This design comes from an exercise in tuning for small area and a short achievable clock period on the open sky130 flow, not from production work.
Where RTL was checked, it was by simulation tests only, not by an equivalence proof against the original.
Power figures rest on the tool's default switching activity, not on a simulated workload.

==> module Normalization32Bit, before the edit <==
module Normalization32Bit (
    input  [24:0] res,
    input  [7:0]  e,
    output [22:0] man_res,
    output [7:0]  exp_res,
    output        overflow
);
    wire [31:0] r = {res, 7'h7f};
    wire z16 = (r[31:16] == 16'd0);
    wire [15:0] q1 = z16 ? r[15:0] : r[31:16];
    wire z8 = (q1[15:8] == 8'd0);
    wire [7:0] q2 = z8 ? q1[7:0] : q1[15:8];
    wire z4 = (q2[7:4] == 4'd0);
    wire [3:0] q3 = z4 ? q2[3:0] : q2[7:4];
    wire z2 = (q3[3:2] == 2'd0);
    wire [1:0] q4 = z2 ? q3[1:0] : q3[3:2];
    wire z1 = ~q4[1];
    wire [4:0] lz = {z16, z8, z4, z2, z1};
    wire big = e[7:5] != 3'd0;
    wire [4:0] k;
    wire [5:0] lt, gt;  
    assign lt[5] = big;
    assign gt[5] = 1'b0;
    genvar i;
    generate
        for (i = 4; i >= 0; i = i - 1) begin : g_min
            assign k[i] = gt[i+1] ? e[i] : (lt[i+1] ? lz[i] : (lz[i] & e[i]));
            assign lt[i] = lt[i+1] | (~gt[i+1] & ~lz[i] & e[i]);
            assign gt[i] = gt[i+1] | (~lt[i+1] & lz[i] & ~e[i]);
        end
    endgenerate
    wire [24:0] n = res << k;
    wire [8:0] ed = {1'b0, e} - {4'd0, lz};
    assign exp_res = (ed[8] | (res == 25'd0)) ? 8'd0 : ed[7:0];
    assign man_res = n[23:1];
    assign overflow = (e == 8'd255) & res[24];
endmodule
==> module adder_32bit, before the edit <==
module adder_32bit(
    input clk,
    input rst,
    input [31:0] i_a,
    input [31:0] i_b,
    input i_vld,
    output [31:0] o_res,
    output reg o_res_vld,
    output overflow
);
wire sign_a = i_a[31];
wire sign_b = i_b[31];
wire        a_ge_b;
wire [7:0]  exp_x;
wire [22:0] frac_x;
wire [23:0] man_x, al_man_y;
wire [24:0] res;
CompareAndShift32Bit u_CompareAndShift32Bit (
    .a(i_a[30:0]),
    .b(i_b[30:0]),
    .a_ge_b(a_ge_b),
    .exp_x(exp_x),
    .frac_x(frac_x),
    .man_x(man_x),
    .al_man_y(al_man_y)
);
Addition32Bit u_Addition32Bit (
    .sub(sign_a ^ sign_b),
    .x(man_x),
    .y(al_man_y),
    .res(res)
);
wire exp_a_max = &i_a[30:23];
wire exp_b_max = &i_b[30:23];
wire special   = exp_a_max | exp_b_max;
wire nan_res   = (|frac_x) | (exp_a_max & exp_b_max & (sign_a ^ sign_b));
wire x_zero    = (exp_x == 8'd0) & (frac_x == 23'd0);
wire sign_res  = a_ge_b ? (sign_a & ~x_zero) : sign_b;
reg [24:0] r_res;
reg [7:0]  r_exp;   
reg        r_sign, r_special, r_nan;
always @(posedge clk or posedge rst) begin
    if (rst) begin
        r_res <= 25'b0;
        r_exp <= 8'b0;
        r_sign <= 1'b0;
        r_special <= 1'b0;
        r_nan <= 1'b0;
        o_res_vld <= 1'b0;
    end else begin
        r_res <= res;
        r_exp <= exp_x + 8'd1;
        r_special <= special;
        r_sign <= sign_res & ~(special & nan_res);
        r_nan <= special & nan_res;
        o_res_vld <= i_vld;
    end
end
wire [22:0] man_res;
wire [7:0]  exp_res;
wire        operation_overflow;
Normalization32Bit u_Normalization32Bit (
    .res(r_res),
    .e(r_exp),
    .man_res(man_res),
    .exp_res(exp_res),
    .overflow(operation_overflow)
);
assign o_res[31]    = r_sign;
assign o_res[30:23] = exp_res | {8{r_special}};
assign o_res[22]    = r_special ? r_nan : man_res[22];
assign o_res[21:0]  = man_res[21:0] & {22{~r_special}};
assign overflow     = r_special | operation_overflow;
endmodule
Settings: LEC_CHECK=0, ABC_AREA=1, CAP_MARGIN=20, CORE_MARGIN=2, CORE_UTILIZATION=40, CTS_BUF_LIST=sky130_fd_sc_hd__clkbuf_2 sky130_fd_sc_hd__clkbuf_4, PLACE_DENSITY=0.75, SLEW_MARGIN=20; clock period 40.0 ns.
standard.sh (not shown) runs the stock make flow with config.mk's settings and CLKGATE_MAP_FILE= SYNTH_SCRIPT=/design/flow/synth_recipe.tcl, a recipe that flattens the netlist after the stock synthesis.
==> flow/flow/run.sh <==
#!/bin/bash
# The standard ORFS layout with these changes:
#  - ABC's area script without its upsize step (the layout's timing repair
#    sizes the critical paths instead),
#  - plain buf_1 cells as the port buffers,
#  - timing repair aimed at setup slack >= 27 ns.
set -euo pipefail
rm -rf scripts_custom
cp -r "$FLOW_HOME/scripts" scripts_custom
printf '%s\n' strash dch 'map -B 0.9' topo 'stime -c' 'buffer -c' 'dnsize -c' > scripts_custom/abc_area.script
bash standard.sh SCRIPTS_DIR="$PWD/scripts_custom" \
    BUFFER_PORTS_ARGS="-buffer_cell sky130_fd_sc_hd__buf_1" \
    SETUP_SLACK_MARGIN=27 finish > make_finish.log 2>&1
Then changed:
--- a/flow/design.v
+++ b/flow/design.v
@@ -88,9 +88,10 @@
 module Normalization32Bit (
     input  [24:0] res,
-    input  [7:0]  e,
+    input  [7:0]  exp_base,
     output [22:0] man_res,
     output [7:0]  exp_res,
     output        overflow
 );
+    wire [7:0] e = exp_base + 8'd1;
     wire [31:0] r = {res, 7'h7f};
     wire z16 = (r[31:16] == 16'd0);
@@ -118,8 +119,7 @@
     endgenerate
     wire [24:0] n = res << k;
-    wire [8:0] ed = {1'b0, e} - {4'd0, lz};
-    assign exp_res = (ed[8] | (res == 25'd0)) ? 8'd0 : ed[7:0];
+    assign exp_res = n[24] ? e - {3'd0, k} : 8'd0;
     assign man_res = n[23:1];
-    assign overflow = (e == 8'd255) & res[24];
+    assign overflow = (exp_base == 8'd254) & res[24];
 endmodule
 `timescale 1ns / 1ps
@@ -163,6 +163,6 @@
 wire sign_res  = a_ge_b ? (sign_a & ~x_zero) : sign_b;
 reg [24:0] r_res;
-reg [7:0]  r_exp;   
-reg        r_sign, r_special, r_nan;
+reg [7:0]  r_exp;
+reg        r_sign, r_nan;
 always @(posedge clk or posedge rst) begin
     if (rst) begin
@@ -170,11 +170,9 @@
         r_exp <= 8'b0;
         r_sign <= 1'b0;
-        r_special <= 1'b0;
         r_nan <= 1'b0;
         o_res_vld <= 1'b0;
     end else begin
         r_res <= res;
-        r_exp <= exp_x + 8'd1;
-        r_special <= special;
+        r_exp <= exp_x;
         r_sign <= sign_res & ~(special & nan_res);
         r_nan <= special & nan_res;
@@ -182,4 +180,5 @@
     end
 end
+wire        r_special = &r_exp;
 wire [22:0] man_res;
 wire [7:0]  exp_res;
@@ -187,5 +186,5 @@
 Normalization32Bit u_Normalization32Bit (
     .res(r_res),
-    .e(r_exp),
+    .exp_base(r_exp),
     .man_res(man_res),
     .exp_res(exp_res),
Routed wire length falls by a few percent.
Sequential share of layout area grows by 0.12 points.
Via count fell by a few percent.
Utilization went down by 0.38 points.
Non-clock buffer count came out lower by 8.
Setup slack gets better by 0.18 ns.
Area after synthesis drops slightly.
Combinational power came out lower by a little under a tenth.
For the first run of this note, only the layout was checked, not whether the RTL still works.

[separate check: timing with driven ports]
Ports are ideal in the flow. The routed layouts listed here were re-timed in OpenROAD.
Step 1 sets driving cells, clkbuf_16 on the clock port and buf_2 on the other inputs (assumed; they add their load-dependent delay and slew).
Step 2 adds t to the input delays and takes it off the output delays; t is the mean of the earliest and latest rising clock arrival at the registers after step 1. Input paths then give back, and output paths get back, about the clock's delay inside the block.
Three values: no drivers, after step 1, after step 2; two values: the first two.
run	t (ns)	slack for setup (ns)	hold slack, ns
the first run	0.353	27.289 / 27.263 / 27.101	7.461 / 7.457 / 7.810
the second run	0.349	27.468 / 27.463 / 27.123	7.466 / 7.462 / 7.811
After both steps setup and hold are still met in every run listed. The setup slack of the second run, which loses most, moves by -0.005 ns with the drivers and by -0.345 ns with both steps.
